Source: an optimization exercise on an open RTL-to-GDS flow (aim: small area). Production flows keep margins and buffers that such runs may drop. In this exercise RTL edits were held to simulation tests only and were not proved equivalent to the original. The flow treats the clock pin as an ideal source, which a real chip does not have. Power figures rest on the tool's default switching activity, not on a simulated workload.

==> v38: inputs <==
==> flow/design.v <==
`timescale 1ns / 1ps
module debouncer(btn, clk, rst, btn_state, btn_rise);
    input btn;
    input clk;
    input rst;
    output btn_state;
    output btn_rise;
    localparam [16:0] LAST = 17'h0aa01;
    reg state;
    reg [16:0] lfsr;
    wire clear = rst | ~btn;
    always @(posedge clk) begin
        if (clear | state)
            lfsr <= 17'b0;
        else
            lfsr <= {~lfsr[15:0], lfsr[16] ^ lfsr[13]};
        state <= ~clear & (state | (lfsr == LAST));
    end
    assign btn_state = state;
    assign btn_rise = state & lfsr[0];
endmodule
`timescale 1ns / 1ps
module clocks(clk, rst, adj, clk_blink, tick_fast, step);
input wire clk;
input wire rst;
input wire adj;
output wire clk_blink;
output wire tick_fast;
output wire step;
reg [3:0] a;    
reg [6:0] m;    
reg [2:0] k;    
wire a_last = a[3] & a[0];                        
wire m_last = m[6] & m[5] & m[4] & m[3] & m[2];   
wire k_en = a_last & m_last;
wire [5:0] mp;
assign mp[0] = m[0];
genvar i;
generate for (i = 1; i < 6; i = i + 1) begin : g_mp
    assign mp[i] = mp[i-1] & m[i];
end endgenerate
wire a_clr = rst | a_last;
wire m_clr = rst | k_en;
always @(posedge clk) begin
    a[0] <= ~a_clr & ~a[0];
    a[1] <= ~a_clr & (a[1] ^ a[0]);
    a[2] <= ~a_clr & (a[2] ^ (a[1] & (a[0] & ~a[3])));
    a[3] <= ~a_clr & (a[3] | (a[2] & a[1] & a[0]));
    m[0] <= ~m_clr & (m[0] ^ a_last);
    m[1] <= ~m_clr & (m[1] ^ (a[3] & (a[0] & m[0])));
    m[2] <= ~m_clr & (m[2] ^ (a_last & mp[1]));
    m[3] <= ~m_clr & (m[3] ^ (a_last & mp[2]));
    m[4] <= ~m_clr & (m[4] ^ (a_last & mp[3]));
    m[5] <= ~m_clr & (m[5] ^ (a_last & mp[4]));
    m[6] <= ~m_clr & (m[6] ^ (a_last & mp[5]));
    k[0] <= ~rst & (k[0] ^ k_en);
    k[1] <= ~rst & (k[1] ^ (a_last & (m_last & k[0])));
    k[2] <= ~rst & (k[2] ^ (k_en & (k[0] & k[1])));
end
assign clk_blink = k[0];
assign tick_fast = ~a[3] & a[2] & ~a[1] & ~a[0];    
assign step = k_en & (k[0] & (adj ? ~k[1] : (k[1] & ~k[2])));
endmodule
`timescale 1ns / 1ps
module counter(sys_rst, rst, ps_rise, adj, select, clk, step, sec1, sec0, min1, min0);
input wire sys_rst;
input wire rst;
input wire ps_rise;
input wire adj;
input wire select;
input wire clk;
input wire step;
output reg [3:0] sec1;   
output reg [2:0] sec0;   
output reg [3:0] min1;   
output reg [2:0] min0;   
reg pause;
always @(posedge clk)
    pause <= ~sys_rst & (pause ^ ps_rise);
wire run = step & ~pause;
wire s1_9 = sec1[3] & sec1[0];
wire s0_5 = sec0[2] & sec0[0];
wire m1_9 = min1[3] & min1[0];
wire inc_s = run & (~adj | select);
wire inc_m = run & (adj ? ~select : (s1_9 & s0_5));
wire inc_s0 = inc_s & s1_9;
wire inc_m0 = inc_m & m1_9;
always @(posedge clk) begin
    sec1[0] <= ~rst & (sec1[0] ^ inc_s);
    sec1[1] <= ~rst & (sec1[1] ^ (inc_s & (sec1[0] & ~sec1[3])));
    sec1[2] <= ~rst & (sec1[2] ^ (inc_s & (sec1[0] & sec1[1])));
    sec1[3] <= ~rst & (sec1[3] ^ (inc_s & (sec1[0] & (sec1[3] | (sec1[1] & sec1[2])))));
    sec0[0] <= ~rst & (sec0[0] ^ inc_s0);
    sec0[1] <= ~rst & (sec0[1] ^ (inc_s0 & (sec0[0] & ~sec0[2])));
    sec0[2] <= ~rst & (sec0[2] ^ (inc_s0 & (sec0[0] & (sec0[2] | sec0[1]))));
    min1[0] <= ~rst & (min1[0] ^ inc_m);
    min1[1] <= ~rst & (min1[1] ^ (inc_m & (min1[0] & ~min1[3])));
    min1[2] <= ~rst & (min1[2] ^ (inc_m & (min1[0] & min1[1])));
    min1[3] <= ~rst & (min1[3] ^ (inc_m & (min1[0] & (min1[3] | (min1[1] & min1[2])))));
    min0[0] <= ~rst & (min0[0] ^ inc_m0);
    min0[1] <= ~rst & (min0[1] ^ (inc_m0 & (min0[0] & ~min0[2])));
    min0[2] <= ~rst & (min0[2] ^ (inc_m0 & (min0[0] & (min0[2] | min0[1]))));
end
endmodule
`timescale 1ns / 1ps
module digit_to_segment(digit, segment);
input wire [3:0] digit;
output wire [6:0] segment;
wire c3 = digit[3], c2 = digit[2], c1 = digit[1], c0 = digit[0];
wire bl = c3 & c2;
assign segment[6] = (~c3 & ~c2 & ~c1 & c0) | bl | (c2 & ~c1 & ~c0);
assign segment[5] = bl | (c2 & ~c1 & c0) | (c2 & c1 & ~c0);
assign segment[4] = bl | (~c2 & c1 & ~c0);
assign segment[3] = (~c3 & ~c2 & ~c1 & c0) | (c2 & ~c1 & ~c0) | (c2 & c1 & c0);
assign segment[2] = (c2 & ~c1) | c0;
assign segment[1] = (~c3 & ~c2 & c0) | bl | (~c2 & c1) | (c1 & c0);
assign segment[0] = (~c3 & ~c2 & ~c1) | bl | (c2 & c1 & c0);
endmodule
`timescale 1ns / 1ps
module stopwatch(clk, rst, btnR, btnC, sw, seg, an);
    input wire clk;
    input wire rst;
    input wire btnR;
    input wire btnC;
    input wire [1:0] sw;
    output wire [6:0] seg;
    output wire [3:0] an;
    wire btnR_st, btnC_st, btnC_rise;
    wire clk_blink, tick_fast, step;
    wire [3:0] sec1, min1;
    wire [2:0] sec0, min0;
    debouncer reset(.btn(btnR), .clk(clk), .rst(rst), .btn_state(btnR_st), .btn_rise());
    debouncer pause(.btn(btnC), .clk(clk), .rst(rst), .btn_state(btnC_st), .btn_rise(btnC_rise));
    wire clr = rst | btnR_st;
    clocks clk_wires(.clk(clk), .rst(clr), .adj(sw[1]), .clk_blink(clk_blink),
                     .tick_fast(tick_fast), .step(step));
    counter decide_digits(.sys_rst(rst), .rst(clr), .ps_rise(btnC_rise), .adj(sw[1]), .select(sw[0]),
                          .clk(clk), .step(step),
                          .sec1(sec1), .sec0(sec0), .min1(min1), .min0(min0));
    reg [1:0] dig_counter;
    reg mode;          
    reg [3:0] code;    
    wire [1:0] pos = dig_counter ^ {2{sw[1]}};
    wire blank = sw[1] & ~clk_blink & (pos[1] ^ sw[0]);
    wire [3:0] digit = pos[1] ? (pos[0] ? {1'b0, min0} : min1)
                              : (pos[0] ? {1'b0, sec0} : sec1);
    always @(posedge clk) begin
        if (rst) begin
            dig_counter <= 2'b00;
            code <= 4'b1111;
        end else if (tick_fast) begin
            dig_counter[0] <= ~dig_counter[0];
            dig_counter[1] <= dig_counter[1] ^ dig_counter[0];
            mode <= sw[1];
            code <= {digit[3] | blank, digit[2] | blank, digit[1] & ~blank, digit[0] & ~blank};
        end
    end
    digit_to_segment display(.digit(code), .segment(seg));
    wire sh0 = ~dig_counter[0] ^ mode;
    wire sh1 = dig_counter[1] ^ ~dig_counter[0] ^ mode;
    wire on = ~(code[3] & code[1]);
    assign an[0] = ~(on & ~sh1 & ~sh0);
    assign an[1] = ~(on & ~sh1 & sh0);
    assign an[2] = ~(on & sh1 & ~sh0);
    assign an[3] = ~(on & sh1 & sh0);
endmodule
==> flow/run.sh <==
#!/bin/bash
# synth_recipe.tcl (not shown) runs the flow's synth.tcl, then flattens the netlist and writes it again
# the make line also repeats each setting of config.mk as NAME=value (left out here)
make -C /OpenROAD-flow-scripts/flow DESIGN_CONFIG=/design/flow/config.mk WORK_HOME=/design/flow/orfs CLKGATE_MAP_FILE= SYNTH_SCRIPT=/design/flow/synth_recipe.tcl finish
==> flow/config.mk <==
export PLATFORM = sky130hd
export DESIGN_NAME = stopwatch
export DESIGN_NICKNAME = stopwatch
export VERILOG_FILES = /design/flow/design.v
export SDC_FILE = /design/flow/constraint.sdc
export NUM_CORES = 4
export LEC_CHECK = 0
export CAP_MARGIN = 20
export CORE_MARGIN = 2
export CORE_UTILIZATION = 60
export SLEW_MARGIN = 20
==> flow/constraint.sdc <==
create_clock -name core_clock -period 10.0 [get_ports {clk}]
set_input_delay 2.0000 -clock core_clock [delete_from_list [all_inputs] [get_ports {clk}]]
set_output_delay 2.0000 -clock core_clock [all_outputs]
set_load 0.01 [all_outputs]
==> inputs of v4, as changes to v38 <==
==> flow/flow/run.sh (new file) <==
#!/bin/bash
# Own layout flow: the standard flow, with
#  - synthesis as synth_recipe.tcl, but ABC run with an area-only script and
#    without Yosys's half/full adder extraction (same registers and names);
#  - the smallest buffer on the ports;
#  - one clock buffer driving all flip-flops in place of an H-tree.
# Each tool's output goes to a log file of its own in this folder.
set -euo pipefail
WORK=$(pwd)
export OWN_FLOW_DIR="$WORK/flow"
bash standard.sh SYNTH_SCRIPT="$WORK/flow/own_synth.tcl" synth > "$WORK/synth.log" 2>&1
bash standard.sh SYNTH_SCRIPT="$WORK/flow/own_synth.tcl" \
  BUFFER_PORTS_ARGS="-buffer_cell sky130_fd_sc_hd__buf_1" \
  PRE_CTS_TCL="$WORK/flow/cts_one_buffer.tcl" OWN_CLOCK_BUFFER=sky130_fd_sc_hd__clkbuf_16 \
  finish > "$WORK/layout.log" 2>&1
==> flow/flow/area.abc (new file) <==
strash
balance -l; resub -K 6 -l; rewrite -l; resub -K 6 -N 2 -l; refactor -l; resub -K 8 -l; balance -l; resub -K 8 -N 2 -l; rewrite -l; resub -K 10 -l; rewrite -z -l; resub -K 10 -N 2 -l; balance -l; resub -K 12 -l; refactor -z -l; resub -K 12 -N 2 -l; rewrite -z -l; balance -l
dch -f
amap
topo
==> flow/flow/cts_one_buffer.tcl (new file) <==
# Sourced by ORFS's cts.tcl before its clock tree synthesis (PRE_CTS_TCL).
# The design has only a few dozen flip-flops, so in place of TritonCTS's
# H-tree the clock port drives one clock buffer, placed at the centre of the
# flip-flops, and that buffer drives every flip-flop's clock pin.
proc clock_tree_synthesis {args} {
  set block [ord::get_db_block]
  set sx 0
  set sy 0
  set n 0
  foreach inst [$block getInsts] {
    if {[[$inst getMaster] isSequential]} {
      set bb [$inst getBBox]
      set sx [expr {$sx + ([$bb xMin] + [$bb xMax]) / 2}]
      set sy [expr {$sy + ([$bb yMin] + [$bb yMax]) / 2}]
      incr n
    }
  }
  set dbu [$block getDbUnitsPerMicron]
  set x [expr {double($sx) / $n / $dbu}]
  set y [expr {double($sy) / $n / $dbu}]
  puts "one clock buffer for $n flip-flops at ($x, $y)"
  insert_buffer -buffer_cell $::env(OWN_CLOCK_BUFFER) -net clk \
    -location [list $x $y] -buffer_name clkbuf_root -net_name clknet_root
  set buf [$block findInst clkbuf_root]
  foreach iterm [$buf getITerms] {
    set net [$iterm getNet]
    if {$net != "NULL"} {
      puts "clock buffer pin [[$iterm getMTerm] getName] on net [$net getName]"
      $net setSigType CLOCK
    }
  }
  set_propagated_clock [all_clocks]
}
==> flow/flow/own_synth.tcl (new file) <==
# synth_recipe.tcl with ABC's area-only mapping and no adder extraction.
# The procs below are defined before synth.tcl imports Yosys's commands, so
# they take the place of Yosys's abc and extract_fa there.
proc abc {args} {
  set i [lsearch $args -script]
  if {$i >= 0} {
    set args [lreplace $args $i [expr {$i + 1}] -script $::env(OWN_FLOW_DIR)/area.abc]
  }
  yosys abc {*}$args
}
proc extract_fa {args} { }
source [file join [file dirname $::env(OWN_FLOW_DIR)] synth_recipe.tcl]
==> flow/standard.sh (new file) <==
#!/bin/bash
# synth_recipe.tcl (not shown) runs the flow's synth.tcl, then flattens the netlist and writes it again
# the make line also repeats each setting of config.mk as NAME=value (left out here)
make -C /OpenROAD-flow-scripts/flow DESIGN_CONFIG=/design/flow/config.mk WORK_HOME=/design/flow/orfs CLKGATE_MAP_FILE= SYNTH_SCRIPT=/design/flow/synth_recipe.tcl "${@:-finish}"
removed: flow/run.sh
==> inputs of v14, as changes to v38 <==
==> flow/flow/run.sh (new file) <==
#!/bin/bash
# Own layout flow: the standard flow, with
#  - synthesis as synth_recipe.tcl, but ABC run with an area-only script and
#    without Yosys's half/full adder extraction (same registers and names);
#  - the smallest buffer on the ports;
#  - a clock tree without dummy loads.
# Each tool's output goes to a log file of its own in this folder.
set -euo pipefail
WORK=$(pwd)
export OWN_FLOW_DIR="$WORK/flow"
bash standard.sh SYNTH_SCRIPT="$WORK/flow/own_synth.tcl" synth > "$WORK/synth.log" 2>&1
bash standard.sh SYNTH_SCRIPT="$WORK/flow/own_synth.tcl" \
  BUFFER_PORTS_ARGS="-buffer_cell sky130_fd_sc_hd__buf_1" \
  CTS_ARGS="-sink_clustering_enable -repair_clock_nets -dont_use_dummy_load -sink_clustering_size 100 -sink_clustering_max_diameter 500 -buf_list sky130_fd_sc_hd__clkbuf_16" \
  finish > "$WORK/layout.log" 2>&1
==> flow/flow/area.abc (new file) <==
strash
balance -l; resub -K 6 -l; rewrite -l; resub -K 6 -N 2 -l; refactor -l; resub -K 8 -l; balance -l; resub -K 8 -N 2 -l; rewrite -l; resub -K 10 -l; rewrite -z -l; resub -K 10 -N 2 -l; balance -l; resub -K 12 -l; refactor -z -l; resub -K 12 -N 2 -l; rewrite -z -l; balance -l
dch -f
amap
topo
==> flow/flow/own_synth.tcl (new file) <==
# synth_recipe.tcl with ABC's area-only mapping and no adder extraction.
# The procs below are defined before synth.tcl imports Yosys's commands, so
# they take the place of Yosys's abc and extract_fa there.
proc abc {args} {
  set i [lsearch $args -script]
  if {$i >= 0} {
    set args [lreplace $args $i [expr {$i + 1}] -script $::env(OWN_FLOW_DIR)/area.abc]
  }
  yosys abc {*}$args
}
proc extract_fa {args} { }
source [file join [file dirname $::env(OWN_FLOW_DIR)] synth_recipe.tcl]
==> flow/standard.sh (new file) <==
#!/bin/bash
# synth_recipe.tcl (not shown) runs the flow's synth.tcl, then flattens the netlist and writes it again
# the make line also repeats each setting of config.mk as NAME=value (left out here)
make -C /OpenROAD-flow-scripts/flow DESIGN_CONFIG=/design/flow/config.mk WORK_HOME=/design/flow/orfs CLKGATE_MAP_FILE= SYNTH_SCRIPT=/design/flow/synth_recipe.tcl "${@:-finish}"
removed: flow/run.sh
==> qor summary <==
| quantity | v4 | v38 | v14 |
|---|---|---|---|
| Status | stopped before the end | timing/DRC/antenna clean | timing/DRC/antenna clean |
| Failing step | 4_1_cts | - | - |
| Internal | - | 458 uW | 463 uW |
| Placeable core area | - | 4690 um2 | 4030 um2 |
| Final-layout clock-cell area share | - | 6.98% | 7.80% |
| Startpoint of the worst hold path | - | pause.lfsr[9] | reset.lfsr[7] |
| Vias after detailed routing | - | 2170 | 2006 |
| Die footprint | - | 5430 um2 | 4770 um2 |
| Power of the sequential group | - | 306 uW | 303 uW |
| Sw frac | - | 23.5% | 20.8% |
| Worst hold slack | - | 0.401 ns | 0.401 ns |
| Clock-net power | - | 257 uW | 257 uW |
| Detail Route met2 WL | - | 2360 um | 1860 um |
| WP data arrival | - | 4.33 ns | 3.90 ns |
| Worst setup slack after layout | - | 5.95 ns | 6.30 ns |
| Placed cell area | 2660 um2 | 3050 um2 | 2660 um2 |
| Number of hold violations in the final report | - | 0 | 0 |
| Net Count, Synth | 293 | 325 | 293 |
| Post-DR vias/cell | - | 5.62 | 5.54 |
| Topmost layer with routed signal wires | - | met4 | met4 |
| PwrDens | - | 183 nW/um2 | 202 nW/um2 |

[separate check: timing with driven ports]
The results above use ideal ports. As a check the final layouts listed here were re-extracted and re-timed, cells and wires unchanged. Step 1, drivers: a clkbuf_16 drives clk and a buf_2 each remaining input, both assumed. Step 2, shift: input delay + t, output delay - t, t = (earliest + latest rising clock arrival at the registers) / 2. This alone moves slack from input paths to output paths. Slacks: no drivers / after step 1 / after step 2; pairs: no drivers / after step 1.
run	shift t [ns]	setup WS [ns]	worst hold slack (ns)
v38	0.373	5.948 / 5.954 / 5.581	0.401 / 0.401 / 0.401
v14	0.352	6.302 / 6.303 / 5.956	0.401 / 0.401 / 0.401
After both steps every run listed still meets setup and hold. The setup slack of v38, which loses most, moves by +0.006 ns with the drivers and by -0.367 ns with both steps.
